Context: an optimization exercise on an open-source flow, tuned for small area, a short achievable clock period and few clock cycles. The choices shown serve that exercise and are no tape-out recipe.
In this exercise RTL edits were held to simulation tests only and were not proved equivalent to the original.

<file path="design/flow/design.v">
`timescale 1ns/100ps
`default_nettype none
module Milestone_1 (
		input logic Clock_50,
		input logic Resetn,
		input logic M1_Start,
		input logic [15:0] SRAM_read_data,
		output logic M1_Finish,
		output logic [15:0] M1_write_data,
		output logic [17:0] M1_address,
		output logic M1_we_n
);
localparam logic [17:0] U_BASE   = 18'd38400;
localparam logic [17:0] V_BASE   = 18'd57600;
localparam logic [17:0] RGB_BASE = 18'd146944;
logic        running;
logic [1:0]  fin_cnt;      
logic        fin_wait;
logic [2:0]  ph;           
logic [7:0]  kk;
logic        lin;          
logic [3:0]  li;           
logic [15:0] ypt;          
logic [17:0] wpt;          
logic ph0, ph1, ph2, ph3, ph4;
assign ph0 = (ph == 3'd0);
assign ph1 = (ph == 3'd1);
assign ph2 = (ph == 3'd2);
assign ph3 = (ph == 3'd3);
assign ph4 = (ph == 3'd4);
logic pair, wait_lead;
assign pair      = (kk >= 8'd2);
assign wait_lead = (kk == 8'd0);
logic l0, l1, l3, l4, l5, l6, l7, l8, l9, l10;
assign l0  = lin & (li == 4'd0);
assign l1  = lin & (li == 4'd1);
assign l3  = lin & (li == 4'd3);
assign l4  = lin & (li == 4'd4);
assign l5  = lin & (li == 4'd5);
assign l6  = lin & (li == 4'd6);
assign l7  = lin & (li == 4'd7);
assign l8  = lin & (li == 4'd8);
assign l9  = lin & (li == 4'd9);
assign l10 = lin & (li == 4'd10);
logic clamp;
assign clamp = (kk >= 8'd158);
logic is_write;
assign is_write = running & pair & (ph0 | ph1 | ph2);
logic uv_rd_slot;
assign uv_rd_slot = ph3 & (kk != 8'd0) & (kk <= 8'd155);
logic rd_u, rd_v, rd_y;
assign rd_u = l0 | l5 | (uv_rd_slot & kk[0]);
assign rd_v = l1 | l6 | ((kk == 8'd1) & ph2) | (uv_rd_slot & ~kk[0]);
assign rd_y = l7 | (ph4 & (kk <= 8'd159));
logic [1:0] uv_off;
assign uv_off = (l0 | l1) ? 2'd0 : (l5 | l6) ? 2'd1 : 2'd2;
logic [17:0] uv_addr;
assign uv_addr = {3'd0, ypt[15:1]} + {2'd0, rd_v ? 8'd225 : 8'd150, 6'd0, uv_off};    
logic row_end, frame_end;
assign row_end   = (kk == 8'd161) & ph2;
assign frame_end = row_end & (ypt == 16'd38400);
always_ff @(posedge Clock_50 or negedge Resetn) begin
	if (!Resetn) begin
		running   <= 1'b0;
		fin_wait  <= 1'b0;
		fin_cnt   <= 2'd0;
		M1_Finish <= 1'b0;
		M1_we_n   <= 1'b1;
		ph        <= 3'd0;
		kk        <= 8'd0;
		lin       <= 1'b0;
		li        <= 4'd0;
		ypt       <= 16'd0;
		wpt       <= RGB_BASE;
	end else begin
		M1_we_n <= ~is_write;
		if (running) begin
			if (frame_end) begin
				running  <= 1'b0;
				fin_wait <= 1'b1;
			end
			if (row_end) begin
				ph <= 3'd0;
				kk <= 8'd0;
			end else if (wait_lead) begin
				if (l9) begin
					ph <= 3'd2;
					kk <= 8'd1;
				end
			end else if (ph4) begin
				ph <= 3'd0;
				kk <= kk + 8'd1;
			end else begin
				ph <= ph + 3'd1;
			end
			if (frame_end) begin
				lin <= 1'b0;
			end else if ((kk == 8'd160) & ph2) begin
				lin <= 1'b1;
				li  <= 4'd0;
			end else if (lin) begin
				li <= li + 4'd1;
				if (li == 4'd10) lin <= 1'b0;
			end
			if (rd_y) ypt <= ypt + 16'd1;
			if (is_write) wpt <= wpt + 18'd1;
		end else if (fin_wait) begin
			fin_cnt <= fin_cnt + 2'd1;
			if (fin_cnt == 2'd1) begin
				M1_Finish <= 1'b1;
				fin_wait  <= 1'b0;
			end
		end else if (M1_Start & ~M1_Finish) begin
			running <= 1'b1;
			lin     <= 1'b1;
			li      <= 4'd0;
		end
	end
end
logic [2:0] ph_n;
always_comb begin
	if (~running | row_end | ph4)
		ph_n = 3'd0;
	else if (wait_lead)
		ph_n = l9 ? 3'd2 : 3'd0;
	else
		ph_n = ph + 3'd1;
end
logic sel_fv, sel_e, sel_f, sel_w0, sel_w1, en_su;
always_ff @(posedge Clock_50) begin
	sel_fv     <= (ph_n == 3'd3);
	en_su      <= (ph_n == 3'd3);
	sel_e      <= (ph_n == 3'd3);
	sel_f      <= (ph_n == 3'd4);
	sel_w0     <= (ph_n == 3'd0);
	sel_w1     <= (ph_n == 3'd1);
end
always_ff @(posedge Clock_50) begin
	if (is_write)
		M1_address <= wpt;
	else if (rd_u | rd_v)
		M1_address <= uv_addr;
	else
		M1_address <= {2'd0, ypt};
end
logic [7:0]  wu0, wu1, wu2, wu3, wu4, wu5;    
logic [7:0]  wv0, wv1, wv2, wv3, wv4, wv5;    
logic [7:0]  pend_h, pend_l;                   
logic [15:0] y_reg;
logic [8:0]  su;                               
logic        nu;                               
logic [7:0]  b0_reg;
wire [7:0] dh = SRAM_read_data[15:8];
wire [7:0] dl = SRAM_read_data[7:0];
logic shift_reg;    
assign shift_reg = pair & ph1;
logic sh_u, sh_v;
assign sh_u = shift_reg | l3 | l4 | l5 | l6 | l8 | l9;
assign sh_v = shift_reg | l4 | l5 | l6 | l7 | l9 | l10;
logic [7:0] u_in, v_in;
always_comb begin
	if (l3 | l8)
		u_in = dh;
	else if (l6 | l9)
		u_in = pend_h;
	else if (clamp | l4 | l5)
		u_in = wu5;
	else if (~kk[0])
		u_in = dh;
	else
		u_in = pend_h;
	if (l4 | l9)
		v_in = dh;
	else if (l7 | l10)
		v_in = pend_l;
	else if (clamp | l5 | l6)
		v_in = wv5;
	else if (~kk[0])
		v_in = pend_h;
	else
		v_in = pend_l;
end
logic ld_pend_h, ld_pend_l, pend_h_dl;
assign pend_h_dl = l3 | l8 | (shift_reg & ~kk[0]);
assign ld_pend_h = pend_h_dl | (shift_reg & kk[0]) | ((kk == 8'd2) & ph0);
assign ld_pend_l = l4 | l9 | (shift_reg & kk[0]) | ((kk == 8'd2) & ph0);
always_ff @(posedge Clock_50) begin
	if (ph2 & ~wait_lead) y_reg <= SRAM_read_data;
	if (sh_u) begin
		wu0 <= wu1; wu1 <= wu2; wu2 <= wu3; wu3 <= wu4; wu4 <= wu5; wu5 <= u_in;
	end
	if (sh_v) begin
		wv0 <= wv1; wv1 <= wv2; wv2 <= wv3; wv3 <= wv4; wv4 <= wv5; wv5 <= v_in;
	end
	if (ld_pend_h) pend_h <= pend_h_dl ? dl : dh;
	if (ld_pend_l) pend_l <= dl;
end
logic [7:0] f0, f1, f2, f3, f4, f5;
assign f0 = sel_fv ? wv0 : wu0;
assign f1 = sel_fv ? wv1 : wu1;
assign f2 = sel_fv ? wv2 : wu2;
assign f3 = sel_fv ? wv3 : wu3;
assign f4 = sel_fv ? wv4 : wu4;
assign f5 = sel_fv ? wv5 : wu5;
wire [8:0] fs1 = {1'b0, f0} + {1'b0, f5};
wire [8:0] fs2 = {1'b0, f1} + {1'b0, f4};
wire [8:0] fs3 = {1'b0, f2} + {1'b0, f3};
logic [9:0] fD13, fD12, fD32;
logic [8:0] fS3;
always_ff @(posedge Clock_50) begin
	fS3  <= fs3;
	fD13 <= {1'b0, fs1} - {1'b0, fs3};
	fD12 <= {1'b0, fs1} - {1'b0, fs2};
	fD32 <= {1'b0, fs3} - {1'b0, fs2};
end
wire [18:0] ftot;
wire ft_w1;
wire ft_w2;
wire ft_w3;
wire ft_w4;
wire ft_w5;
wire ft_w6;
wire ft_w7;
wire ft_w8;
wire ft_w9;
wire ft_w10;
wire ft_w11;
wire ft_w12;
wire ft_w13;
wire ft_w14;
wire ft_w15;
wire ft_w16;
wire ft_w17;
wire ft_w18;
wire ft_w19;
wire ft_w20;
wire ft_w21;
wire ft_w22;
wire ft_w23;
wire ft_w24;
wire ft_w25;
wire ft_w26;
wire ft_w27;
wire ft_w28;
wire ft_w29;
wire ft_w30;
wire ft_w31;
wire ft_w32;
wire ft_w33;
wire ft_w34;
wire ft_w35;
wire ft_w36;
wire ft_w37;
wire ft_w38;
wire ft_w39;
wire ft_w40;
wire ft_w41;
wire ft_w42;
wire ft_w43;
wire ft_w44;
wire ft_w45;
wire ft_w46;
wire ft_w47;
wire ft_w48;
wire ft_w49;
wire ft_w50;
wire ft_w51;
wire ft_w52;
wire ft_w53;
wire ft_w54;
wire ft_w55;
wire ft_w56;
wire ft_w57;
wire ft_w58;
wire ft_w59;
wire ft_w60;
wire ft_w61;
wire ft_w62;
wire ft_w63;
wire ft_w64;
wire ft_w65;
wire ft_w66;
assign {ft_w2, ft_w1} = fD12[5] + fD12[3];
assign {ft_w4, ft_w3} = fD13[8] + fD12[6] + fD12[4];
assign {ft_w6, ft_w5} = fD32[3] + fS3[1];
assign {ft_w8, ft_w7} = fD12[7] + fD12[5] + fD32[4];
assign {ft_w10, ft_w9} = fS3[2] + fD13[9];
assign {ft_w12, ft_w11} = fD12[6] + fD32[5] + fS3[3];
assign {ft_w14, ft_w13} = {~fD13[9]} + {~fD12[8]};
assign {ft_w16, ft_w15} = fD12[7] + fD32[6] + fS3[4];
assign {ft_w18, ft_w17} = fD12[8] + {~fD12[9]};
assign {ft_w20, ft_w19} = fD32[7] + fS3[5];
assign {ft_w22, ft_w21} = fD32[8] + fS3[6];
assign {ft_w24, ft_w23} = fD13[5] + fD12[3];
assign {ft_w26, ft_w25} = fD13[6] + fD12[4] + fD12[2];
assign {ft_w28, ft_w27} = fD32[2] + fS3[0] + ft_w1;
assign {ft_w30, ft_w29} = fD13[7] + ft_w2 + ft_w3;
assign {ft_w32, ft_w31} = ft_w4 + ft_w6 + ft_w7;
assign {ft_w34, ft_w33} = ft_w8 + ft_w10 + ft_w11;
assign {ft_w36, ft_w35} = ft_w12 + ft_w14 + ft_w15;
assign {ft_w38, ft_w37} = ft_w16 + ft_w18 + ft_w19;
assign {ft_w40, ft_w39} = fD12[8] + ft_w20 + ft_w21;
assign {ft_w42, ft_w41} = fS3[7] + ft_w22;
assign {ft_w44, ft_w43} = fD13[4] + fD12[2];
assign {ft_w46, ft_w45} = fD12[1] + fD32[0] + ft_w23;
assign {ft_w48, ft_w47} = fD32[1] + ft_w24 + ft_w25;
assign {ft_w50, ft_w49} = ft_w26 + ft_w27 + {~fD13[7]};
assign {ft_w52, ft_w51} = ft_w5 + ft_w28 + ft_w29;
assign {ft_w54, ft_w53} = ft_w9 + ft_w30 + ft_w31;
assign {ft_w56, ft_w55} = ft_w13 + ft_w32 + ft_w33;
assign {ft_w58, ft_w57} = ft_w17 + ft_w34 + ft_w35;
assign {ft_w60, ft_w59} = ft_w36 + ft_w37 + {~fD12[8]};
assign {ft_w62, ft_w61} = ft_w38 + ft_w39 + {~fD12[9]};
assign {ft_w64, ft_w63} = ft_w40 + ft_w41 + {~fD32[9]};
assign {ft_w66, ft_w65} = ft_w42 + {~fS3[8]};
wire [18:0] ft_ra = {{~fS3[8]}, {~fS3[8]}, {~fS3[8]}, ft_w64, ft_w62, ft_w60, ft_w58, ft_w56, ft_w54, ft_w52, ft_w50, ft_w48, ft_w46, ft_w44, fD12[0], fD13[3], fD13[2], fD13[1], fD13[0]};
wire [18:0] ft_rb = {1'b0, 1'b0, ft_w66, ft_w65, ft_w63, ft_w61, ft_w59, ft_w57, ft_w55, ft_w53, ft_w51, ft_w49, ft_w47, ft_w45, ft_w43, fD12[1], fD12[0], 1'b0, 1'b0};
assign ftot = ft_ra + ft_rb;
always_ff @(posedge Clock_50) begin
	if (en_su) begin
		su <= ftot[16:8];
		nu <= ftot[18];
	end
end
logic [7:0] ly, hy;
logic [8:0] lu, lv, hu, hv;
logic       lnu, lnv, hnu, hnv;
always_ff @(posedge Clock_50) begin
	if (sel_e) begin
		ly  <= y_reg[15:8];
		lu  <= {1'b0, wu2};
		lv  <= {1'b0, wv2};
		lnu <= 1'b0;
		lnv <= 1'b0;
	end else begin
		ly  <= y_reg[7:0];
		lu  <= su;
		lnu <= nu;
		if (sel_f) begin
			lv  <= ftot[16:8];
			lnv <= ftot[18];
		end
	end
	hy  <= ly;
	hu  <= lu;
	hv  <= lv;
	hnu <= lnu;
	hnv <= lnv;
end
logic pnu, pnv;
assign pnu = hnu;
assign pnv = hnv;
wire [20:0] r_lsum;
wire rlo_w1;
wire rlo_w2;
wire rlo_w3;
wire rlo_w4;
wire rlo_w5;
wire rlo_w6;
wire rlo_w7;
wire rlo_w8;
wire rlo_w9;
wire rlo_w10;
wire rlo_w11;
wire rlo_w12;
wire rlo_w13;
wire rlo_w14;
wire rlo_w15;
wire rlo_w16;
wire rlo_w17;
wire rlo_w18;
wire rlo_w19;
wire rlo_w20;
wire rlo_w21;
wire rlo_w22;
wire rlo_w23;
wire rlo_w24;
wire rlo_w25;
wire rlo_w26;
wire rlo_w27;
wire rlo_w28;
wire rlo_w29;
wire rlo_w30;
wire rlo_w31;
wire rlo_w32;
wire rlo_w33;
wire rlo_w34;
wire rlo_w35;
wire rlo_w36;
wire rlo_w37;
wire rlo_w38;
wire rlo_w39;
wire rlo_w40;
wire rlo_w41;
wire rlo_w42;
wire rlo_w43;
wire rlo_w44;
wire rlo_w45;
wire rlo_w46;
wire rlo_w47;
wire rlo_w48;
wire rlo_w49;
wire rlo_w50;
wire rlo_w51;
wire rlo_w52;
wire rlo_w53;
wire rlo_w54;
wire rlo_w55;
wire rlo_w56;
wire rlo_w57;
wire rlo_w58;
wire rlo_w59;
wire rlo_w60;
wire rlo_w61;
wire rlo_w62;
wire rlo_w63;
wire rlo_w64;
wire rlo_w65;
wire rlo_w66;
wire rlo_w67;
wire rlo_w68;
wire rlo_w69;
wire rlo_w70;
wire rlo_w71;
wire rlo_w72;
wire rlo_w73;
wire rlo_w74;
wire rlo_w75;
wire rlo_w76;
wire rlo_w77;
wire rlo_w78;
wire rlo_w79;
wire rlo_w80;
wire rlo_w81;
wire rlo_w82;
wire rlo_w83;
wire rlo_w84;
wire rlo_w85;
wire rlo_w86;
wire rlo_w87;
wire rlo_w88;
wire rlo_w89;
wire rlo_w90;
wire rlo_w91;
wire rlo_w92;
wire rlo_w93;
wire rlo_w94;
wire rlo_w95;
wire rlo_w96;
wire rlo_w97;
wire rlo_w98;
wire rlo_w99;
wire rlo_w100;
wire rlo_w101;
wire rlo_w102;
wire rlo_w103;
wire rlo_w104;
wire rlo_w105;
wire rlo_w106;
wire rlo_w107;
wire rlo_w108;
wire rlo_w109;
wire rlo_w110;
wire rlo_w111;
wire rlo_w112;
wire rlo_w113;
wire rlo_w114;
wire rlo_w115;
wire rlo_w116;
wire rlo_w117;
wire rlo_w118;
assign {rlo_w2, rlo_w1} = ly[4] + ly[2];
assign {rlo_w4, rlo_w3} = ly[5] + ly[3];
assign {rlo_w6, rlo_w5} = ly[4] + ly[2] + lv[8];
assign {rlo_w8, rlo_w7} = ly[5] + ly[3] + ly[0];
assign {rlo_w10, rlo_w9} = lv[3] + ly[6];
assign {rlo_w12, rlo_w11} = ly[6] + ly[4] + ly[1];
assign {rlo_w14, rlo_w13} = lv[4] + lv[0] + ly[7];
assign {rlo_w16, rlo_w15} = lv[5] + lv[3] + lv[0];
assign {rlo_w18, rlo_w17} = lv[6] + lv[4] + lv[1];
assign {rlo_w20, rlo_w19} = {~ly[6]} + {~lv[8]};
assign {rlo_w22, rlo_w21} = ly[0] + lv[7] + lv[5];
assign {rlo_w24, rlo_w23} = lv[2] + {~ly[7]};
assign {rlo_w26, rlo_w25} = ly[1] + lv[8] + lv[6];
assign {rlo_w28, rlo_w27} = ly[0] + lv[7] + lv[4];
assign {rlo_w30, rlo_w29} = ly[1] + lv[8] + lv[5];
assign {rlo_w32, rlo_w31} = ly[2] + {~lv[1]};
assign {rlo_w34, rlo_w33} = ly[0] + lv[6] + lv[0];
assign {rlo_w36, rlo_w35} = ly[3] + rlo_w1 + {~lv[2]};
assign {rlo_w38, rlo_w37} = ly[1] + lv[7] + lv[1];
assign {rlo_w40, rlo_w39} = rlo_w2 + rlo_w3 + {~lv[3]};
assign {rlo_w42, rlo_w41} = lv[2] + rlo_w4 + rlo_w5;
assign {rlo_w44, rlo_w43} = lv[4] + lv[0] + ly[6];
assign {rlo_w46, rlo_w45} = rlo_w6 + rlo_w7 + rlo_w9;
assign {rlo_w48, rlo_w47} = lv[5] + lv[1] + ly[7];
assign {rlo_w50, rlo_w49} = rlo_w8 + rlo_w10 + rlo_w11;
assign {rlo_w52, rlo_w51} = rlo_w13 + {~lv[6]} + {~lv[2]};
assign {rlo_w54, rlo_w53} = lv[1] + {~ly[1]};
assign {rlo_w56, rlo_w55} = lv[2] + lv[0] + {~ly[2]};
assign {rlo_w58, rlo_w57} = lv[3] + lv[1] + {~ly[3]};
assign {rlo_w60, rlo_w59} = lv[4] + lv[2] + ly[4];
assign {rlo_w62, rlo_w61} = ly[5] + rlo_w15 + {~lv[7]};
assign {rlo_w64, rlo_w63} = rlo_w16 + rlo_w17 + rlo_w19;
assign {rlo_w66, rlo_w65} = rlo_w18 + rlo_w20 + rlo_w21;
assign {rlo_w68, rlo_w67} = lv[3] + rlo_w22 + rlo_w24;
assign {rlo_w70, rlo_w69} = rlo_w26 + rlo_w27 + {~lv[0]};
assign {rlo_w72, rlo_w71} = rlo_w28 + rlo_w29 + rlo_w31;
assign {rlo_w74, rlo_w73} = rlo_w30 + rlo_w32 + rlo_w33;
assign {rlo_w76, rlo_w75} = rlo_w34 + rlo_w36 + rlo_w37;
assign {rlo_w78, rlo_w77} = rlo_w38 + rlo_w40 + rlo_w41;
assign {rlo_w80, rlo_w79} = rlo_w42 + rlo_w45 + {~rlo_w44};
assign {rlo_w82, rlo_w81} = rlo_w46 + rlo_w49 + rlo_w51;
assign {rlo_w84, rlo_w83} = rlo_w12 + rlo_w14 + rlo_w50;
assign {rlo_w86, rlo_w85} = lv[0] + ly[0];
assign {rlo_w88, rlo_w87} = rlo_w53 + {~lv[3]} + {~ly[0]};
assign {rlo_w90, rlo_w89} = rlo_w54 + rlo_w55 + {~lv[4]};
assign {rlo_w92, rlo_w91} = rlo_w56 + rlo_w57 + {~lv[5]};
assign {rlo_w94, rlo_w93} = rlo_w58 + rlo_w59 + {~lv[6]};
assign {rlo_w96, rlo_w95} = rlo_w60 + rlo_w61 + {~ly[4]};
assign {rlo_w98, rlo_w97} = rlo_w62 + rlo_w63 + {~ly[5]};
assign {rlo_w100, rlo_w99} = rlo_w23 + rlo_w64 + rlo_w65;
assign {rlo_w102, rlo_w101} = rlo_w25 + rlo_w66 + rlo_w67;
assign {rlo_w104, rlo_w103} = rlo_w68 + rlo_w69 + {~ly[2]};
assign {rlo_w106, rlo_w105} = rlo_w70 + rlo_w71 + {~ly[3]};
assign {rlo_w108, rlo_w107} = rlo_w35 + rlo_w72 + rlo_w73;
assign {rlo_w110, rlo_w109} = rlo_w39 + rlo_w74 + rlo_w75;
assign {rlo_w112, rlo_w111} = rlo_w76 + rlo_w77 + {~rlo_w43};
assign {rlo_w114, rlo_w113} = rlo_w78 + rlo_w79 + {~rlo_w47};
assign {rlo_w116, rlo_w115} = rlo_w80 + rlo_w81 + {~rlo_w48};
assign {rlo_w118, rlo_w117} = rlo_w52 + rlo_w82 + rlo_w83;
wire [20:0] rlo_ra = {1'b0, rlo_w84, rlo_w116, rlo_w114, rlo_w112, rlo_w110, rlo_w108, rlo_w106, rlo_w104, rlo_w102, rlo_w100, rlo_w98, rlo_w96, rlo_w94, rlo_w92, rlo_w90, rlo_w88, rlo_w86, {~lv[2]}, {~lv[1]}, lv[0]};
wire [20:0] rlo_rb = {1'b0, rlo_w118, rlo_w117, rlo_w115, rlo_w113, rlo_w111, rlo_w109, rlo_w107, rlo_w105, rlo_w103, rlo_w101, rlo_w99, rlo_w97, rlo_w95, rlo_w93, rlo_w91, rlo_w89, rlo_w87, rlo_w85, {~lv[0]}, 1'b0};
assign r_lsum = rlo_ra + rlo_rb;
logic [2:0] r_cy;
always_ff @(posedge Clock_50) r_cy <= r_lsum[20:18];
logic [1:0] r_lb;
always_ff @(posedge Clock_50) r_lb <= r_lsum[17:16];
wire [8:0] r_hsum;
wire rhi_w1;
wire rhi_w2;
wire rhi_w3;
wire rhi_w4;
wire rhi_w5;
wire rhi_w6;
wire rhi_w7;
wire rhi_w8;
wire rhi_w9;
wire rhi_w10;
wire rhi_w11;
wire rhi_w12;
wire rhi_w13;
wire rhi_w14;
wire rhi_w15;
wire rhi_w16;
wire rhi_w17;
wire rhi_w18;
wire rhi_w19;
wire rhi_w20;
wire rhi_w21;
wire rhi_w22;
wire rhi_w23;
wire rhi_w24;
wire rhi_w25;
wire rhi_w26;
wire rhi_w27;
wire rhi_w28;
wire rhi_w29;
wire rhi_w30;
wire rhi_w31;
wire rhi_w32;
wire rhi_w33;
wire rhi_w34;
wire rhi_w35;
wire rhi_w36;
wire rhi_w37;
wire rhi_w38;
wire rhi_w39;
wire rhi_w40;
wire rhi_w41;
wire rhi_w42;
wire rhi_w43;
wire rhi_w44;
wire rhi_w45;
wire rhi_w46;
wire rhi_w47;
wire rhi_w48;
assign {rhi_w2, rhi_w1} = hy[7] + hy[5] + hy[2];
assign {rhi_w4, rhi_w3} = hy[6] + hy[3] + hv[6];
assign {rhi_w6, rhi_w5} = hy[4] + hv[7];
assign {rhi_w8, rhi_w7} = hv[5] + hv[1] + r_cy[0];
assign {rhi_w10, rhi_w9} = hv[2] + r_cy[1] + rhi_w2;
assign {rhi_w12, rhi_w11} = rhi_w3 + {~hv[8]};
assign {rhi_w14, rhi_w13} = hv[3] + r_cy[2] + rhi_w4;
assign {rhi_w16, rhi_w15} = rhi_w5 + {~hv[5]} + {~hy[7]};
assign {rhi_w18, rhi_w17} = hy[5] + hv[8] + hv[4];
assign {rhi_w20, rhi_w19} = hy[7] + rhi_w6 + {~hv[6]};
assign {rhi_w22, rhi_w21} = hy[6] + hv[5];
assign {rhi_w24, rhi_w23} = rhi_w1 + rhi_w7;
assign {rhi_w26, rhi_w25} = rhi_w8 + rhi_w9 + rhi_w11;
assign {rhi_w28, rhi_w27} = rhi_w10 + rhi_w12 + rhi_w13;
assign {rhi_w30, rhi_w29} = rhi_w14 + rhi_w16 + rhi_w17;
assign {rhi_w32, rhi_w31} = rhi_w18 + rhi_w20 + rhi_w21;
assign {rhi_w34, rhi_w33} = hy[7] + hv[6] + rhi_w22;
assign {rhi_w36, rhi_w35} = rhi_w23 + {~hv[7]};
assign {rhi_w38, rhi_w37} = rhi_w24 + rhi_w25 + {~hv[4]};
assign {rhi_w40, rhi_w39} = rhi_w15 + rhi_w26 + rhi_w27;
assign {rhi_w42, rhi_w41} = rhi_w19 + rhi_w28 + rhi_w29;
assign {rhi_w44, rhi_w43} = rhi_w30 + rhi_w31 + {~hv[7]};
assign {rhi_w46, rhi_w45} = rhi_w32 + rhi_w33 + {~hv[8]};
assign {rhi_w48, rhi_w47} = hv[7] + rhi_w34;
wire [8:0] rhi_ra = {{~hv[8]}, {~hv[8]}, rhi_w46, rhi_w44, rhi_w42, rhi_w40, rhi_w38, rhi_w36, {~hv[3]}};
wire [8:0] rhi_rb = {1'b0, rhi_w48, rhi_w47, rhi_w45, rhi_w43, rhi_w41, rhi_w39, rhi_w37, rhi_w35};
assign r_hsum = rhi_ra + rhi_rb;
wire [10:0] r_sum = {r_hsum, r_lb};
wire [21:0] g_lsum;
wire glo_w1;
wire glo_w2;
wire glo_w3;
wire glo_w4;
wire glo_w5;
wire glo_w6;
wire glo_w7;
wire glo_w8;
wire glo_w9;
wire glo_w10;
wire glo_w11;
wire glo_w12;
wire glo_w13;
wire glo_w14;
wire glo_w15;
wire glo_w16;
wire glo_w17;
wire glo_w18;
wire glo_w19;
wire glo_w20;
wire glo_w21;
wire glo_w22;
wire glo_w23;
wire glo_w24;
wire glo_w25;
wire glo_w26;
wire glo_w27;
wire glo_w28;
wire glo_w29;
wire glo_w30;
wire glo_w31;
wire glo_w32;
wire glo_w33;
wire glo_w34;
wire glo_w35;
wire glo_w36;
wire glo_w37;
wire glo_w38;
wire glo_w39;
wire glo_w40;
wire glo_w41;
wire glo_w42;
wire glo_w43;
wire glo_w44;
wire glo_w45;
wire glo_w46;
wire glo_w47;
wire glo_w48;
wire glo_w49;
wire glo_w50;
wire glo_w51;
wire glo_w52;
wire glo_w53;
wire glo_w54;
wire glo_w55;
wire glo_w56;
wire glo_w57;
wire glo_w58;
wire glo_w59;
wire glo_w60;
wire glo_w61;
wire glo_w62;
wire glo_w63;
wire glo_w64;
wire glo_w65;
wire glo_w66;
wire glo_w67;
wire glo_w68;
wire glo_w69;
wire glo_w70;
wire glo_w71;
wire glo_w72;
wire glo_w73;
wire glo_w74;
wire glo_w75;
wire glo_w76;
wire glo_w77;
wire glo_w78;
wire glo_w79;
wire glo_w80;
wire glo_w81;
wire glo_w82;
wire glo_w83;
wire glo_w84;
wire glo_w85;
wire glo_w86;
wire glo_w87;
wire glo_w88;
wire glo_w89;
wire glo_w90;
wire glo_w91;
wire glo_w92;
wire glo_w93;
wire glo_w94;
wire glo_w95;
wire glo_w96;
wire glo_w97;
wire glo_w98;
wire glo_w99;
wire glo_w100;
wire glo_w101;
wire glo_w102;
wire glo_w103;
wire glo_w104;
wire glo_w105;
wire glo_w106;
wire glo_w107;
wire glo_w108;
wire glo_w109;
wire glo_w110;
wire glo_w111;
wire glo_w112;
wire glo_w113;
wire glo_w114;
wire glo_w115;
wire glo_w116;
wire glo_w117;
wire glo_w118;
wire glo_w119;
wire glo_w120;
wire glo_w121;
wire glo_w122;
wire glo_w123;
wire glo_w124;
wire glo_w125;
wire glo_w126;
wire glo_w127;
wire glo_w128;
wire glo_w129;
wire glo_w130;
wire glo_w131;
wire glo_w132;
wire glo_w133;
wire glo_w134;
wire glo_w135;
wire glo_w136;
wire glo_w137;
wire glo_w138;
wire glo_w139;
wire glo_w140;
wire glo_w141;
wire glo_w142;
assign {glo_w2, glo_w1} = ly[7] + ly[5] + ly[3];
assign {glo_w4, glo_w3} = ly[6] + ly[4];
assign {glo_w6, glo_w5} = ly[3] + ly[1];
assign {glo_w8, glo_w7} = ly[4] + ly[2] + ly[0];
assign {glo_w10, glo_w9} = lu[0] + {~lu[8]};
assign {glo_w12, glo_w11} = ly[5] + ly[3] + ly[1];
assign {glo_w14, glo_w13} = lu[1] + lv[0];
assign {glo_w16, glo_w15} = ly[4] + ly[2] + lu[2];
assign {glo_w18, glo_w17} = lv[1] + {~lu[5]} + {~lu[0]};
assign {glo_w20, glo_w19} = ly[0] + lu[3] + lv[2];
assign {glo_w22, glo_w21} = ly[6] + glo_w1 + {~lu[6]};
assign {glo_w24, glo_w23} = {~lu[1]} + {~lv[4]};
assign {glo_w26, glo_w25} = ly[1] + lu[4] + lv[3];
assign {glo_w28, glo_w27} = glo_w2 + glo_w3 + {~lu[7]};
assign {glo_w30, glo_w29} = lu[2] + lv[5] + lv[1];
assign {glo_w32, glo_w31} = lu[2] + {~ly[3]};
assign {glo_w34, glo_w33} = lu[3] + {~ly[4]} + {~lu[1]};
assign {glo_w36, glo_w35} = lu[4] + {~ly[5]} + {~lu[2]};
assign {glo_w38, glo_w37} = lu[5] + ly[6] + {~lu[3]};
assign {glo_w40, glo_w39} = ly[0] + lu[6] + ly[7];
assign {glo_w42, glo_w41} = {~lu[4]} + {~lv[4]};
assign {glo_w44, glo_w43} = ly[1] + lu[7] + {~lu[5]};
assign {glo_w46, glo_w45} = lu[0] + lv[5] + ly[7];
assign {glo_w48, glo_w47} = ly[0] + lu[8] + {~lu[6]};
assign {glo_w50, glo_w49} = lu[1] + lv[6] + ly[2];
assign {glo_w52, glo_w51} = ly[2] + glo_w5 + {~lu[7]};
assign {glo_w54, glo_w53} = lu[2] + lv[7] + lv[0];
assign {glo_w56, glo_w55} = glo_w6 + glo_w7 + glo_w9;
assign {glo_w58, glo_w57} = lu[3] + lv[8] + lv[1];
assign {glo_w60, glo_w59} = glo_w8 + glo_w10 + glo_w11;
assign {glo_w62, glo_w61} = glo_w13 + {~lu[4]} + {~lv[2]};
assign {glo_w64, glo_w63} = glo_w12 + glo_w14 + glo_w15;
assign {glo_w66, glo_w65} = glo_w17 + {~lv[3]} + {~ly[6]};
assign {glo_w68, glo_w67} = glo_w16 + glo_w18 + glo_w19;
assign {glo_w70, glo_w69} = glo_w21 + glo_w23 + {~lv[0]};
assign {glo_w72, glo_w71} = glo_w20 + glo_w22 + glo_w24;
assign {glo_w74, glo_w73} = glo_w25 + glo_w27 + {~glo_w29};
assign {glo_w76, glo_w75} = glo_w4 + glo_w26 + glo_w28;
assign {glo_w78, glo_w77} = lu[0] + {~ly[1]};
assign {glo_w80, glo_w79} = lu[1] + {~ly[2]};
assign {glo_w82, glo_w81} = glo_w31 + {~lu[0]} + {~lv[5]};
assign {glo_w84, glo_w83} = glo_w32 + glo_w33 + {~lv[6]};
assign {glo_w86, glo_w85} = glo_w34 + glo_w35 + {~lv[7]};
assign {glo_w88, glo_w87} = glo_w36 + glo_w37 + {~lv[8]};
assign {glo_w90, glo_w89} = glo_w38 + glo_w39 + glo_w41;
assign {glo_w92, glo_w91} = glo_w40 + glo_w42 + glo_w43;
assign {glo_w94, glo_w93} = glo_w44 + glo_w47 + {~glo_w46};
assign {glo_w96, glo_w95} = glo_w48 + glo_w51 + {~glo_w50};
assign {glo_w98, glo_w97} = glo_w52 + glo_w55 + {~glo_w54};
assign {glo_w100, glo_w99} = glo_w56 + glo_w59 + glo_w61;
assign {glo_w102, glo_w101} = glo_w60 + glo_w62 + glo_w63;
assign {glo_w104, glo_w103} = glo_w64 + glo_w66 + glo_w67;
assign {glo_w106, glo_w105} = glo_w68 + glo_w70 + glo_w71;
assign {glo_w108, glo_w107} = glo_w72 + glo_w74 + glo_w75;
assign {glo_w110, glo_w109} = glo_w77 + {~lv[3]};
assign {glo_w112, glo_w111} = glo_w78 + glo_w79 + {~lv[4]};
assign {glo_w114, glo_w113} = glo_w80 + glo_w81 + {~lv[0]};
assign {glo_w116, glo_w115} = glo_w82 + glo_w83 + {~lv[1]};
assign {glo_w118, glo_w117} = glo_w84 + glo_w85 + {~lv[2]};
assign {glo_w120, glo_w119} = glo_w86 + glo_w87 + {~lv[3]};
assign {glo_w122, glo_w121} = glo_w88 + glo_w89 + {~ly[6]};
assign {glo_w124, glo_w123} = glo_w90 + glo_w91 + {~glo_w45};
assign {glo_w126, glo_w125} = glo_w92 + glo_w93 + {~glo_w49};
assign {glo_w128, glo_w127} = glo_w94 + glo_w95 + {~glo_w53};
assign {glo_w130, glo_w129} = glo_w96 + glo_w97 + {~glo_w57};
assign {glo_w132, glo_w131} = glo_w98 + glo_w99 + {~glo_w58};
assign {glo_w134, glo_w133} = glo_w65 + glo_w100 + glo_w101;
assign {glo_w136, glo_w135} = glo_w69 + glo_w102 + glo_w103;
assign {glo_w138, glo_w137} = glo_w73 + glo_w104 + glo_w105;
assign {glo_w140, glo_w139} = glo_w106 + glo_w107 + {~glo_w30};
assign {glo_w142, glo_w141} = glo_w76 + glo_w108;
wire [21:0] glo_ra = {1'b0, glo_w142, glo_w140, glo_w138, glo_w136, glo_w134, glo_w132, glo_w130, glo_w128, glo_w126, glo_w124, glo_w122, glo_w120, glo_w118, glo_w116, glo_w114, glo_w112, glo_w110, {~ly[0]}, ly[0], {~lv[1]}, lv[0]};
wire [21:0] glo_rb = {1'b0, 1'b0, glo_w141, glo_w139, glo_w137, glo_w135, glo_w133, glo_w131, glo_w129, glo_w127, glo_w125, glo_w123, glo_w121, glo_w119, glo_w117, glo_w115, glo_w113, glo_w111, glo_w109, {~lv[2]}, {~lv[0]}, 1'b0};
assign g_lsum = glo_ra + glo_rb;
logic [3:0] g_cy;
always_ff @(posedge Clock_50) g_cy <= g_lsum[21:18];
logic [1:0] g_lb;
always_ff @(posedge Clock_50) g_lb <= g_lsum[17:16];
wire [8:0] g_hsum;
wire ghi_w1;
wire ghi_w2;
wire ghi_w3;
wire ghi_w4;
wire ghi_w5;
wire ghi_w6;
wire ghi_w7;
wire ghi_w8;
wire ghi_w9;
wire ghi_w10;
wire ghi_w11;
wire ghi_w12;
wire ghi_w13;
wire ghi_w14;
wire ghi_w15;
wire ghi_w16;
wire ghi_w17;
wire ghi_w18;
wire ghi_w19;
wire ghi_w20;
wire ghi_w21;
wire ghi_w22;
wire ghi_w23;
wire ghi_w24;
wire ghi_w25;
wire ghi_w26;
wire ghi_w27;
wire ghi_w28;
wire ghi_w29;
wire ghi_w30;
wire ghi_w31;
wire ghi_w32;
wire ghi_w33;
wire ghi_w34;
wire ghi_w35;
wire ghi_w36;
wire ghi_w37;
wire ghi_w38;
wire ghi_w39;
wire ghi_w40;
wire ghi_w41;
wire ghi_w42;
wire ghi_w43;
wire ghi_w44;
wire ghi_w45;
wire ghi_w46;
wire ghi_w47;
wire ghi_w48;
wire ghi_w49;
wire ghi_w50;
wire ghi_w51;
wire ghi_w52;
wire ghi_w53;
wire ghi_w54;
wire ghi_w55;
wire ghi_w56;
wire ghi_w57;
wire ghi_w58;
wire ghi_w59;
wire ghi_w60;
wire ghi_w61;
wire ghi_w62;
wire ghi_w63;
wire ghi_w64;
wire ghi_w65;
wire ghi_w66;
wire ghi_w67;
wire ghi_w68;
wire ghi_w69;
wire ghi_w70;
wire ghi_w71;
wire ghi_w72;
wire ghi_w73;
wire ghi_w74;
wire ghi_w75;
wire ghi_w76;
assign {ghi_w2, ghi_w1} = hy[7] + hy[5];
assign {ghi_w4, ghi_w3} = hy[2] + hu[5] + hv[4];
assign {ghi_w6, ghi_w5} = g_cy[0] + ghi_w1;
assign {ghi_w8, ghi_w7} = hy[6] + hy[3] + hu[6];
assign {ghi_w10, ghi_w9} = hv[5] + g_cy[1] + ghi_w2;
assign {ghi_w12, ghi_w11} = {~hu[4]} + {~hv[7]};
assign {ghi_w14, ghi_w13} = hy[7] + hy[4] + hu[7];
assign {ghi_w16, ghi_w15} = hv[6] + g_cy[2] + {~hu[5]};
assign {ghi_w18, ghi_w17} = {~hv[8]} + {~hv[4]};
assign {ghi_w20, ghi_w19} = hu[8] + hv[7] + g_cy[3];
assign {ghi_w22, ghi_w21} = {~hu[6]} + {~hv[5]};
assign {ghi_w24, ghi_w23} = hv[8] + hy[5];
assign {ghi_w26, ghi_w25} = ghi_w3 + ghi_w5 + {~hu[8]};
assign {ghi_w28, ghi_w27} = ghi_w4 + ghi_w6 + ghi_w7;
assign {ghi_w30, ghi_w29} = ghi_w9 + ghi_w11;
assign {ghi_w32, ghi_w31} = ghi_w8 + ghi_w10 + ghi_w12;
assign {ghi_w34, ghi_w33} = ghi_w13 + ghi_w15 + ghi_w17;
assign {ghi_w36, ghi_w35} = ghi_w14 + ghi_w16 + ghi_w18;
assign {ghi_w38, ghi_w37} = ghi_w19 + ghi_w21 + {~hy[5]};
assign {ghi_w40, ghi_w39} = ghi_w20 + ghi_w22 + ghi_w23;
assign {ghi_w42, ghi_w41} = hu[7] + hv[6] + hy[6];
assign {ghi_w44, ghi_w43} = hy[7] + hy[6] + ghi_w24;
assign {ghi_w46, ghi_w45} = {~hu[8]} + {~hv[7]};
assign {ghi_w48, ghi_w47} = ghi_w25 + {~hu[3]};
assign {ghi_w50, ghi_w49} = ghi_w26 + ghi_w27 + ghi_w29;
assign {ghi_w52, ghi_w51} = ghi_w28 + ghi_w30 + ghi_w31;
assign {ghi_w54, ghi_w53} = ghi_w32 + ghi_w34 + ghi_w35;
assign {ghi_w56, ghi_w55} = ghi_w36 + ghi_w38 + ghi_w39;
assign {ghi_w58, ghi_w57} = ghi_w40 + ghi_w43 + ghi_w45;
assign {ghi_w60, ghi_w59} = hv[8] + ghi_w44;
assign {ghi_w62, ghi_w61} = ghi_w47 + {~hv[6]};
assign {ghi_w64, ghi_w63} = ghi_w48 + ghi_w49 + {~hv[3]};
assign {ghi_w66, ghi_w65} = ghi_w33 + ghi_w50 + ghi_w51;
assign {ghi_w68, ghi_w67} = ghi_w37 + ghi_w52 + ghi_w53;
assign {ghi_w70, ghi_w69} = ghi_w54 + ghi_w55 + {~ghi_w41};
assign {ghi_w72, ghi_w71} = ghi_w56 + ghi_w57 + {~ghi_w42};
assign {ghi_w74, ghi_w73} = ghi_w46 + ghi_w58 + ghi_w59;
assign {ghi_w76, ghi_w75} = ghi_w60 + {~hv[8]};
wire [8:0] ghi_ra = {1'b1, ghi_w74, ghi_w72, ghi_w70, ghi_w68, ghi_w66, ghi_w64, ghi_w62, {~hv[2]}};
wire [8:0] ghi_rb = {ghi_w76, ghi_w75, ghi_w73, ghi_w71, ghi_w69, ghi_w67, ghi_w65, ghi_w63, ghi_w61};
assign g_hsum = ghi_ra + ghi_rb;
wire [10:0] g_sum = {g_hsum, g_lb};
wire [20:0] b_lsum;
wire blo_w1;
wire blo_w2;
wire blo_w3;
wire blo_w4;
wire blo_w5;
wire blo_w6;
wire blo_w7;
wire blo_w8;
wire blo_w9;
wire blo_w10;
wire blo_w11;
wire blo_w12;
wire blo_w13;
wire blo_w14;
wire blo_w15;
wire blo_w16;
wire blo_w17;
wire blo_w18;
wire blo_w19;
wire blo_w20;
wire blo_w21;
wire blo_w22;
wire blo_w23;
wire blo_w24;
wire blo_w25;
wire blo_w26;
wire blo_w27;
wire blo_w28;
wire blo_w29;
wire blo_w30;
wire blo_w31;
wire blo_w32;
wire blo_w33;
wire blo_w34;
wire blo_w35;
wire blo_w36;
wire blo_w37;
wire blo_w38;
wire blo_w39;
wire blo_w40;
wire blo_w41;
wire blo_w42;
wire blo_w43;
wire blo_w44;
wire blo_w45;
wire blo_w46;
wire blo_w47;
wire blo_w48;
wire blo_w49;
wire blo_w50;
wire blo_w51;
wire blo_w52;
wire blo_w53;
wire blo_w54;
wire blo_w55;
wire blo_w56;
wire blo_w57;
wire blo_w58;
wire blo_w59;
wire blo_w60;
wire blo_w61;
wire blo_w62;
wire blo_w63;
wire blo_w64;
wire blo_w65;
wire blo_w66;
wire blo_w67;
wire blo_w68;
wire blo_w69;
wire blo_w70;
wire blo_w71;
wire blo_w72;
wire blo_w73;
wire blo_w74;
wire blo_w75;
wire blo_w76;
wire blo_w77;
wire blo_w78;
wire blo_w79;
wire blo_w80;
wire blo_w81;
wire blo_w82;
wire blo_w83;
wire blo_w84;
wire blo_w85;
wire blo_w86;
wire blo_w87;
wire blo_w88;
wire blo_w89;
wire blo_w90;
wire blo_w91;
wire blo_w92;
wire blo_w93;
wire blo_w94;
wire blo_w95;
wire blo_w96;
wire blo_w97;
wire blo_w98;
wire blo_w99;
wire blo_w100;
wire blo_w101;
wire blo_w102;
wire blo_w103;
wire blo_w104;
wire blo_w105;
wire blo_w106;
assign {blo_w2, blo_w1} = lu[2] + lu[0] + ly[5];
assign {blo_w4, blo_w3} = lu[3] + lu[1] + {~ly[6]};
assign {blo_w6, blo_w5} = {~lu[8]} + {~lu[6]};
assign {blo_w8, blo_w7} = ly[0] + lu[4] + lu[2];
assign {blo_w10, blo_w9} = {~ly[7]} + {~lu[7]};
assign {blo_w12, blo_w11} = lu[5] + lu[3] + lu[0];
assign {blo_w14, blo_w13} = {~lu[8]} + {~ly[1]};
assign {blo_w16, blo_w15} = ly[2] + ly[0] + lu[6];
assign {blo_w18, blo_w17} = lu[4] + lu[1] + ly[1];
assign {blo_w20, blo_w19} = ly[3] + ly[1] + lu[7];
assign {blo_w22, blo_w21} = lu[5] + lu[2];
assign {blo_w24, blo_w23} = ly[4] + ly[2] + ly[0];
assign {blo_w26, blo_w25} = lu[8] + lu[6] + lu[3];
assign {blo_w28, blo_w27} = ly[5] + ly[3] + ly[1];
assign {blo_w30, blo_w29} = lu[7] + lu[4];
assign {blo_w32, blo_w31} = ly[6] + ly[4] + ly[2];
assign {blo_w34, blo_w33} = lu[8] + lu[5];
assign {blo_w36, blo_w35} = ly[5] + ly[3] + ly[0];
assign {blo_w38, blo_w37} = lu[6] + {~ly[7]};
assign {blo_w40, blo_w39} = ly[4] + ly[1] + lu[7];
assign {blo_w42, blo_w41} = lu[0] + ly[7] + {~ly[6]};
assign {blo_w44, blo_w43} = {~ly[2]} + {~lu[4]};
assign {blo_w46, blo_w45} = lu[0] + {~ly[3]} + {~lu[5]};
assign {blo_w48, blo_w47} = lu[1] + ly[4] + {~lu[6]};
assign {blo_w50, blo_w49} = blo_w1 + {~lu[7]} + {~lu[5]};
assign {blo_w52, blo_w51} = blo_w2 + blo_w3 + blo_w5;
assign {blo_w54, blo_w53} = blo_w4 + blo_w6 + blo_w7;
assign {blo_w56, blo_w55} = blo_w8 + blo_w10 + blo_w11;
assign {blo_w58, blo_w57} = blo_w12 + blo_w14 + blo_w15;
assign {blo_w60, blo_w59} = blo_w16 + blo_w18 + blo_w19;
assign {blo_w62, blo_w61} = blo_w20 + blo_w22 + blo_w23;
assign {blo_w64, blo_w63} = blo_w24 + blo_w26 + blo_w27;
assign {blo_w66, blo_w65} = blo_w28 + blo_w30 + blo_w31;
assign {blo_w68, blo_w67} = blo_w32 + blo_w34 + blo_w35;
assign {blo_w70, blo_w69} = blo_w36 + blo_w38 + blo_w39;
assign {blo_w72, blo_w71} = ly[6] + blo_w40;
assign {blo_w74, blo_w73} = {~ly[0]} + {~lu[2]};
assign {blo_w76, blo_w75} = ly[1] + {~lu[3]} + {~lu[1]};
assign {blo_w78, blo_w77} = blo_w43 + {~lu[2]} + {~ly[1]};
assign {blo_w80, blo_w79} = blo_w44 + blo_w45 + {~lu[3]};
assign {blo_w82, blo_w81} = blo_w46 + blo_w47 + {~lu[4]};
assign {blo_w84, blo_w83} = blo_w48 + blo_w49 + {~ly[4]};
assign {blo_w86, blo_w85} = blo_w50 + blo_w51 + {~ly[5]};
assign {blo_w88, blo_w87} = blo_w9 + blo_w52 + blo_w53;
assign {blo_w90, blo_w89} = blo_w13 + blo_w54 + blo_w55;
assign {blo_w92, blo_w91} = blo_w17 + blo_w56 + blo_w57;
assign {blo_w94, blo_w93} = blo_w21 + blo_w58 + blo_w59;
assign {blo_w96, blo_w95} = blo_w25 + blo_w60 + blo_w61;
assign {blo_w98, blo_w97} = blo_w29 + blo_w62 + blo_w63;
assign {blo_w100, blo_w99} = blo_w33 + blo_w64 + blo_w65;
assign {blo_w102, blo_w101} = blo_w37 + blo_w66 + blo_w67;
assign {blo_w104, blo_w103} = blo_w41 + blo_w68 + blo_w69;
assign {blo_w106, blo_w105} = blo_w42 + blo_w70 + blo_w71;
wire [20:0] blo_ra = {1'b0, blo_w72, blo_w104, blo_w102, blo_w100, blo_w98, blo_w96, blo_w94, blo_w92, blo_w90, blo_w88, blo_w86, blo_w84, blo_w82, blo_w80, blo_w78, blo_w76, blo_w74, {~lu[0]}, {~lu[1]}, lu[0]};
wire [20:0] blo_rb = {1'b0, blo_w106, blo_w105, blo_w103, blo_w101, blo_w99, blo_w97, blo_w95, blo_w93, blo_w91, blo_w89, blo_w87, blo_w85, blo_w83, blo_w81, blo_w79, blo_w77, blo_w75, blo_w73, {~lu[0]}, 1'b0};
assign b_lsum = blo_ra + blo_rb;
logic [2:0] b_cy;
always_ff @(posedge Clock_50) b_cy <= b_lsum[20:18];
logic [1:0] b_lb;
always_ff @(posedge Clock_50) b_lb <= b_lsum[17:16];
wire [8:0] b_hsum;
wire bhi_w1;
wire bhi_w2;
wire bhi_w3;
wire bhi_w4;
wire bhi_w5;
wire bhi_w6;
wire bhi_w7;
wire bhi_w8;
wire bhi_w9;
wire bhi_w10;
wire bhi_w11;
wire bhi_w12;
wire bhi_w13;
wire bhi_w14;
wire bhi_w15;
wire bhi_w16;
wire bhi_w17;
wire bhi_w18;
wire bhi_w19;
wire bhi_w20;
wire bhi_w21;
wire bhi_w22;
wire bhi_w23;
wire bhi_w24;
wire bhi_w25;
wire bhi_w26;
wire bhi_w27;
wire bhi_w28;
wire bhi_w29;
wire bhi_w30;
wire bhi_w31;
wire bhi_w32;
assign {bhi_w2, bhi_w1} = hy[7] + hy[5] + hy[2];
assign {bhi_w4, bhi_w3} = hy[3] + hu[2];
assign {bhi_w6, bhi_w5} = hy[7] + hy[4] + hu[3];
assign {bhi_w8, bhi_w7} = hu[8] + hu[1];
assign {bhi_w10, bhi_w9} = b_cy[1] + bhi_w2 + bhi_w3;
assign {bhi_w12, bhi_w11} = b_cy[2] + hy[6] + bhi_w4;
assign {bhi_w14, bhi_w13} = hu[4] + bhi_w6;
assign {bhi_w16, bhi_w15} = hu[5] + hy[5];
assign {bhi_w18, bhi_w17} = hu[6] + hy[6];
assign {bhi_w20, bhi_w19} = b_cy[0] + bhi_w1;
assign {bhi_w22, bhi_w21} = bhi_w8 + bhi_w9 + {~hy[6]};
assign {bhi_w24, bhi_w23} = bhi_w5 + bhi_w10 + bhi_w11;
assign {bhi_w26, bhi_w25} = bhi_w12 + bhi_w13 + {~hy[5]};
assign {bhi_w28, bhi_w27} = bhi_w14 + bhi_w15 + {~hy[6]};
assign {bhi_w30, bhi_w29} = bhi_w16 + bhi_w17 + {~hy[7]};
assign {bhi_w32, bhi_w31} = hu[7] + hy[7] + bhi_w18;
wire [8:0] bhi_ra = {{~hu[8]}, {~hu[8]}, bhi_w30, bhi_w28, bhi_w26, bhi_w24, bhi_w22, bhi_w20, bhi_w7};
wire [8:0] bhi_rb = {1'b0, bhi_w32, bhi_w31, bhi_w29, bhi_w27, bhi_w25, bhi_w23, bhi_w21, bhi_w19};
assign b_hsum = bhi_ra + bhi_rb;
wire [10:0] b_sum = {b_hsum, b_lb};
function automatic [7:0] clip(input logic [10:0] s, input logic neg);
	if (neg | s[10])
		clip = 8'd0;
	else if (|s[9:8])
		clip = 8'd255;
	else
		clip = s[7:0];
endfunction
logic [7:0] r_px, g_px, b_px;
assign r_px = clip(r_sum, pnv);
assign g_px = clip(g_sum, pnu | pnv);
assign b_px = clip(b_sum, pnu);
always_ff @(posedge Clock_50) begin
	b0_reg <= b_px;
	if (sel_w0)
		M1_write_data <= {r_px, g_px};
	else if (sel_w1)
		M1_write_data <= {b0_reg, r_px};
	else
		M1_write_data <= {g_px, b_px};
end
endmodule
</file>
<file path="design/flow/flow/run.sh">
#!/bin/bash
# Standard layout, but with timing repair aiming for extra setup slack
# (the clock period and constraints stay the design's).
set -euo pipefail
MARGIN=${MARGIN:-7}
bash standard.sh SETUP_SLACK_MARGIN=$MARGIN finish > standard_flow.log 2>&1
</file>
<file path="design/flow/standard.sh">
#!/bin/bash
# synth_recipe.tcl (not shown) runs the flow's synth.tcl, then flattens the netlist and writes it again
# the make line also repeats each setting of config.mk as NAME=value (left out here)
make -C /OpenROAD-flow-scripts/flow DESIGN_CONFIG=/design/flow/config.mk WORK_HOME=/design/flow/orfs CLKGATE_MAP_FILE= SYNTH_SCRIPT=/design/flow/synth_recipe.tcl "${@:-finish}"
</file>
<file path="design/flow/config.mk">
export PLATFORM = sky130hd
export DESIGN_NAME = Milestone_1
export DESIGN_NICKNAME = Milestone_1
export VERILOG_FILES = /design/flow/design.v
export SDC_FILE = /design/flow/constraint.sdc
export NUM_CORES = 4
export LEC_CHECK = 0
export CAP_MARGIN = 20
export CORE_MARGIN = 2
export CORE_UTILIZATION = 40
export PLACE_DENSITY = 0.6
export SLEW_MARGIN = 20
</file>
<file path="design/flow/constraint.sdc">
create_clock -name core_clock -period 12.0 [get_ports {Clock_50}]
set_input_delay 2.4000 -clock core_clock [delete_from_list [all_inputs] [get_ports {Clock_50}]]
set_output_delay 2.4000 -clock core_clock [all_outputs]
set_load 0.01 [all_outputs]
</file>
==> run notes, run 1 <==
- Status: complete, no violations
- Fill cell count: 5534
- Worst path max stage delay: 0.54 ns
- Multi-input combinational cell area: 0.0138 mm²
- Post-placement setup slack: 6.80 ns
- Total global routing overflow: 0
- Vias: 15400
- Clock Tree Buf Depth: 3
- Worst-case headroom to the max-slew limit: 30.0%
- Area grow syn2layout: 12.3%
- Synth area leaders: fa_1 19%, edfxtp_1 18%, ha_1 12%, dfxtp_1 12%, inv_1 6.8%
- Setup_tns: 0 ns
- # diodes: 0
- Vias in the first global route: 16500
- Post-synth top cells: 437 x inv_1, 235 x ha_1, 233 x fa_1, 146 x edfxtp_1, 143 x dfxtp_1
- Post-DRT Antenna Nets: 0
- CTS buffer count: 42
- Mapped Cells: 2188
- IO buf count: 54
- Cell Count, Final, Fillers Out: 3082
- Wirelength, routed: 54.4 mm
- Sequence of cells on the critical path: inv_1 -> fa_1 -> fa_1 -> inv_1 -> fa_1 -> fa_1 -> ha_1 -> o21a_1 -> o31a_1 -> o31a_1 -> o22ai_2 -> mux2i_2 -> nor2_2 -> a221o_1
- RSZ-0062 raised after global routing: true
- Top Registers: M1_address (18), wpt (18)
- Core footprint: 0.0601 mm²
- Period minus WS final: 4.82 ns
- Post-route cell area: 0.0272 mm²
- GRT Util Overall: 18.0%
- Layout cells sized above 1: 9.96%
- Count leader, synth: inv_1
- Clock latency on the worst-skew pair: 0.59 ns
- Mapped Area: 0.0242 mm²
- HP Class: flip-flop to flip-flop
- Synth Area per Inst: 11.1 µm²
- Clock skew: 0.0499 ns
- Max Fclk: 0.208 GHz
- Period utilization: 40.2%
- Final core occ: 45.2%
- I/O pins: 55
- Post-synth top area cell: fa_1
- Hold buffers post-CTS: 0
- Clock transition at the registers of the reported paths: 0.06 ns
- Synth warn: 1
- Register area: 0.00867 mm²
- Antenna violations before repair: 3
- Dpl hpwl: 43.2 mm
- WL/cell: 17.7 µm
- Slowest cell on crit path: fa_1
- Gpl congestion: 0.884
- Number of synthesized flops with an enable pin: 146
- Ys async rst share: 16.2%
- Netlist cell types: 88
- Worst setup EP type: flip-flop
- Ys flop type: edfxtp_1
- Placed instance area: 0.0257 mm²
- CP Launch Type: flip-flop
- Max Cap Viol: 0
- Row cnt: 90
- Setup ws final: 7.18 ns
- CTS Sinks: 345
- CTS tree: built
- Synth Net Count: 2675
- Starting density of the core: 40.3%
- Kind of critical path: flip-flop to flip-flop
- Die Y: 250 µm
- DRC violations left: 0
- Hold_ws: 0.338 ns
- Crit path max fanout: 8
- Die extent in x: 250 µm
- First-pass DRT Iterations: 5
- CTS Root Cell: clkbuf_16
- Via density: 5.01
- Final Hold Viols: 0
- 1st-iter DRT viols: 929
- Worst path buffer plus inverter count: 2
- Worst slew pin tran: 1.05 ns
- Placed cell count: 3002
- Nets: 2754
- H-Tree Depth: 2
- First-pass GRT wire length: 88.7 mm
- Register area share after synthesis: 35.7%
- Die area: 0.0626 mm²
- CP Data Required Time: 12.45 ns
- Synth Register Bits: 345
- Yosys top cell area share: 19.3%
- Final Max Tran Viols: 0
- Final setup vio count: 0
- Family with the most delay on the worst path: adder cells
- CP most frequent cell: fa_1
- Largest net degree at the start of global routing: 62
- CP arrival: 5.27 ns
[cell families after synthesis]
group	count (synthesis)	share of synthesized area, %
multiplexers	104	4.78
AND/OR/NAND/NOR	357	7.61
buffers and inverters	468	7.32
XOR/XNOR	112	4.05
flip-flops	345	35.7
AO/OA/AOI/OAI	334	9.12
adder cells (fa/ha/maj)	468	31.4
[worst reg2reg max path: stages (launching register included)]
cell and delay [ns]:
dfxtp_2 0.49, inv_1 0.22, fa_1 0.47, fa_1 0.54, inv_1 0.05, fa_1 0.52, fa_1 0.42, ha_1 0.33
o21a_1 0.20, o31a_1 0.13, o31a_1 0.29, o22ai_2 0.16, mux2i_2 0.34, nor2_2 0.15, a221o_1 0.38
[per-layer routing]
metal  track usage [%]  share of wire, %  vias up
met2              31.6                50      233
met5                 0                 0        -
li1                  -                 -     7445
met3              2.31               3.3       69
met4              4.77               2.1        0
met1              23.3                45     7680
[cell type report]
cell class	instances	share of cell area, %
Timing Repair Buffer	65	2.32
Clock inverter	23	1.02
Inverter	438	6.05
Tap cell	782	3.60
Multi-Input combinational cell	1375	50.8
Clock buffer	54	4.36
Sequential cell	345	31.9
[cells in the final DEF, fill, tap and decap left out, drive strengths merged, types with 5 or more instances in the layout]
| cell type | instances |
|---|---|
| clkinv | 13 |
| and3 | 18 |
| o21ai | 67 |
| a221o | 17 |
| xor2 | 41 |
| ha | 235 |
| a21oi | 114 |
| buf | 12 |
| clkdlybuf4s50 | 53 |
| or2 | 8 |
| nor3 | 20 |
| edfxtp | 146 |
| and2 | 17 |
| dfrtp | 49 |
| nand2 | 100 |
| nand2b | 14 |
| nand3 | 31 |
| o31ai | 5 |
| a21o | 32 |
| inv | 440 |
| a31oi | 10 |
| mux2i | 11 |
| o21bai | 19 |
| and4 | 5 |
| o21a | 10 |
| dfxtp | 143 |
| nor2b | 20 |
| clkbuf | 54 |
| nand4 | 16 |
| mux2 | 93 |
| dfstp | 7 |
| xnor2 | 71 |
| fa | 233 |
| or3 | 8 |
| o211ai | 9 |
| nor2 | 77 |
| a211oi | 15 |
[path summary, 6_finish.rpt]
kind	startpoint	to	slack, ns	cells after the start
max	hy[7]	M1_write_data[0]	7.18	14
min	lnu	hnu	0.34	0
max reg2reg	hy[7]	M1_write_data[0]	7.18	14
min reg2reg	lnu	hnu	0.34	0
max in group asynchronous	Resetn	ypt[3]	9.53	2
min in group asynchronous	Resetn	wpt[8]	1.96	2
[what timing repair did]
action | in CTS | in global routing
gates resized for setup | 3 | 12
endpoints found under the setup margin | 16 | 21
pin swaps | 1 | 0
setup buffers | 2 | 0
Testbench counts, summed over its fixed seeds: cycles 773,792.
==> run 2: changes to the inputs <==
==> design/flow/flow/run.sh (replaced) <==
#!/bin/bash
# Standard layout, but with timing repair aiming for extra setup slack
# (the clock period and constraints stay the design's).
set -euo pipefail
MARGIN=${MARGIN:-8}
bash standard.sh SETUP_SLACK_MARGIN=$MARGIN finish > standard_flow.log 2>&1
--- a/design/flow/config.mk
+++ b/design/flow/config.mk
@@ -6,4 +6,5 @@
 export NUM_CORES = 4
 export LEC_CHECK = 0
+export ABC_CLOCK_PERIOD_IN_PS = 4000
 export CAP_MARGIN = 20
 export CORE_MARGIN = 2
==> run 2 against run 1 <==
  * Sequential cell count stayed put
  * Synthesized cell count unchanged
  * Still clean
  * Final cell count grew 2.8%
  * Die area did not move
  * Sequential share of layout area fell by 1.2 points
==> run notes, run 2 <==
- Period utilization: 38.4% (-1.7 points)
- First-pass GRT wire length: 92.1 mm (+3.8%)
- RSZ-0062 raised after global routing: true
- Clock Tree Buf Depth: 3 (unchanged)
- Clock latency on the worst-skew pair: 0.58 ns (about the same)
- Die area: 0.0626 mm² (unchanged)
- Area grow syn2layout: 17.7%
- Vias: 15900 (+3.3%)
- First-pass DRT Iterations: 5 (unchanged)
- Setup_tns: 0 ns (unchanged)
- 1st-iter DRT viols: 922 (-0.75%)
- Commonest non-fill, non-tap cell in the layout: inv_1
- Final setup vio count: 0 (unchanged)
- Synth Area per Inst: 11.1 µm² (unchanged)
- GRT Util Overall: 18.7% (+0.75 points)
- Die Y: 250 µm (unchanged)
- Top Registers: M1_address (18), wpt (18)
- CTS Root Cell: clkbuf_16
- CP Launch Type: flip-flop
- WL/cell: 18.1 µm (+2.3%)
- Layout cells sized above 1: 18.1% (+8.2 points)
- CTS tree: built
- Die extent in x: 250 µm (unchanged)
- Max Cap Viol: 0 (unchanged)
- Max Fclk: 0.217 GHz (+4.5%)
- Synth Register Bits: 345 (unchanged)
- Synth area leaders: fa_1 19%, edfxtp_1 18%, ha_1 12%, dfxtp_1 12%, inv_1 6.8%
- Final Max Tran Viols: 0 (unchanged)
- # diodes: 0 (unchanged)
- Worst-case headroom to the max-slew limit: 38.0% (+8.0 points)
- Crit path max fanout: 6 (-2)
- Period minus WS final: 4.61 ns (-0.205 ns)
- Final Hold Viols: 0 (unchanged)
- CP arrival: 5.05 ns (-0.22 ns)
- Setup ws final: 7.39 ns (+0.205 ns)
- Clock skew: 0.0284 ns (-0.0215 ns)
- Kind of critical path: flip-flop to flip-flop
- Netlist cell types: 88 (unchanged)
- Number of synthesized flops with an enable pin: 146 (unchanged)
- Ys async rst share: 16.2% (unchanged)
- HP Class: flip-flop to flip-flop
- Synth warn: 1 (unchanged)
- CTS buffer count: 38 (-9.5%)
- Worst slew pin tran: 0.924 ns (-0.122 ns)
- Count leader, synth: inv_1
- Via density: 5.03 (+0.47%)
- Starting density of the core: 40.3% (unchanged)
- I/O pins: 55 (unchanged)
- Clock transition at the registers of the reported paths: 0.06 ns (about the same)
- CTS Sinks: 345 (unchanged)
- Post-placement setup slack: 7.16 ns (+0.360 ns)
- Gpl congestion: 0.869 (-1.6%)
- CP Data Required Time: 12.44 ns (about the same)
- Most frequent cells in the layout: 408 x inv_1, 219 x fa_1, 219 x ha_1, 146 x edfxtp_1, 118 x dfxtp_1
- Wirelength, routed: 57.2 mm (+5.1%)
- Nets: 2844 (+3.3%)
- Post-DRT Antenna Nets: 0 (unchanged)
- Yosys top cell area share: 19.3% (unchanged)
- Register area share after synthesis: 35.7% (unchanged)
- Row cnt: 90 (unchanged)
- Synth Net Count: 2675 (unchanged)
- Worst setup EP type: flip-flop
- Ys flop type: edfxtp_1
- Mapped Area: 0.0242 mm² (unchanged)
- Status: complete, no violations
- IO buf count: 54 (unchanged)
- Hold buffers post-CTS: 0 (unchanged)
- Antenna violations before repair: 1 (-2)
- H-Tree Depth: 2 (unchanged)
- Dpl hpwl: 42.9 mm (-0.58%)
- Mapped Cells: 2188 (unchanged)
- Core footprint: 0.0601 mm² (unchanged)
- Largest net degree at the start of global routing: 62 (unchanged)
- DRC violations left: 0 (unchanged)
- Post-synth top cells: 437 x inv_1, 235 x ha_1, 233 x fa_1, 146 x edfxtp_1, 143 x dfxtp_1
- Post-synth top area cell: fa_1
- Total global routing overflow: 0 (unchanged)
- Vias in the first global route: 17100 (+3.8%)
-- run 2: changes by cell type in the layout (fill, tap and decap cells not counted), moves of 15 or more --
cell     change
inv_2       +22
buf_4       +69
dfxtp_4     +16
buf_6       +15
inv_1       -28
dfxtp_1     -17
ha_1        -16
-- run 2: metal layers --
layer | wire length [µm] | up-vias | global-route usage [%] | share of wire, %
met5 | 0 | - | 0 | 0
met1 | 25800 | 7897 | 24.7 | 45
met2 | 27300 | 310 | 31.6 | 48
met4 | 1560 | 0 | 5.54 | 2.7
met3 | 2540 | 98 | 3.26 | 4.4
li1 | - | 7627 | - | -
-- run 2: metrics by stage --
step	utilization, %	hold slack (ns)	instance area (µm²)	std cells
after detailed placement	42.9	0.320	25800	2999
final	47.4	0.347	28500	3168
after global routing	47.4	0.357	28500	3168
after floorplan	-	0.310	24400	2188
after global placement	42.9	0.321	25800	2999
after CTS	46.3	0.351	27800	3130
-- run 2: worst paths after layout --
kind                              from               end  slack, ns  depth (start not counted)
worst max-delay path             hy[6]  M1_write_data[3]       7.39                         18
worst min-delay path               lnu               hnu       0.35                          0
worst max register to register   hy[6]  M1_write_data[3]       7.39                         18
worst min register to register     lnu               hnu       0.35                          0
max in group asynchronous       Resetn             kk[0]       9.49                          2
min in group asynchronous       Resetn            wpt[7]       1.98                          2
-- run 2: logic make-up (layout without fill, tap and decap cells) --
family | after synthesis | after routing | synth area share [%]
DFF | 345 | 345 | 35.7
adders and majority gates | 468 | 468 | 31.4
buffers and inverters | 468 | 666 | 7.32
muxes | 104 | 104 | 4.78
and+or+nand+nor | 357 | 357 | 7.61
AOI/OAI and AO/OA | 334 | 334 | 9.12
xor gates and xnor gates | 112 | 112 | 4.05
-- run 2: area by class of cell --
class                      count  area, µm²
inverter                     438       1680
timing repair buffer         159       1490
multi-input combinational   1375      14400
clock inverter                15        153
fill                        5467      31600
clock buffer                  54       1100
tap                          782        978
sequential                   345       8730
-- run 2: critical path, cell delays in order, from the launching register on --
cell	delay (ns)
dfxtp_4	0.37
inv_8	0.03
fa_1	0.51
inv_2	0.05
fa_1	0.50
inv_1	0.05
fa_1	0.50
inv_2	0.04
fa_2	0.55
inv_2	0.04
fa_2	0.36
nor2b_4	0.13
o31a_1	0.20
o31a_1	0.23
nor2_2	0.08
a211oi_4	0.27
buf_6	0.17
nand2_1	0.08
a221o_1	0.32
-- run 2: what timing repair did --
item	4_1_cts	5_1_grt
gates resized for setup	75	90
pin swaps	30	54
setup buffers	62	36
setup endpoints to repair	59	60

[re-timing with driven ports]
The results above use ideal ports. As a check the final layouts listed here were re-extracted and re-timed, cells and wires unchanged. Step 1 sets driving cells, clkbuf_16 on the clock port and buf_2 on the other inputs (assumed; they add their load-dependent delay and slew). Step 2 moves the port delays by t, midway between the first and last clock arrival at a register: inputs arrive t later, outputs are due t later. That takes back most of the time a late clock gives input paths. Three values: ideal, step 1, step 2; two values: the first two.
run	t (ns)	setup WS [ns]	latest minus earliest clock arrival (ns)
run 1	0.619	7.182 / 7.182 / 7.182	0.051 / 0.051
run 2	0.628	7.387 / 7.387 / 7.387	0.030 / 0.030
After both steps every run listed still meets setup and hold.
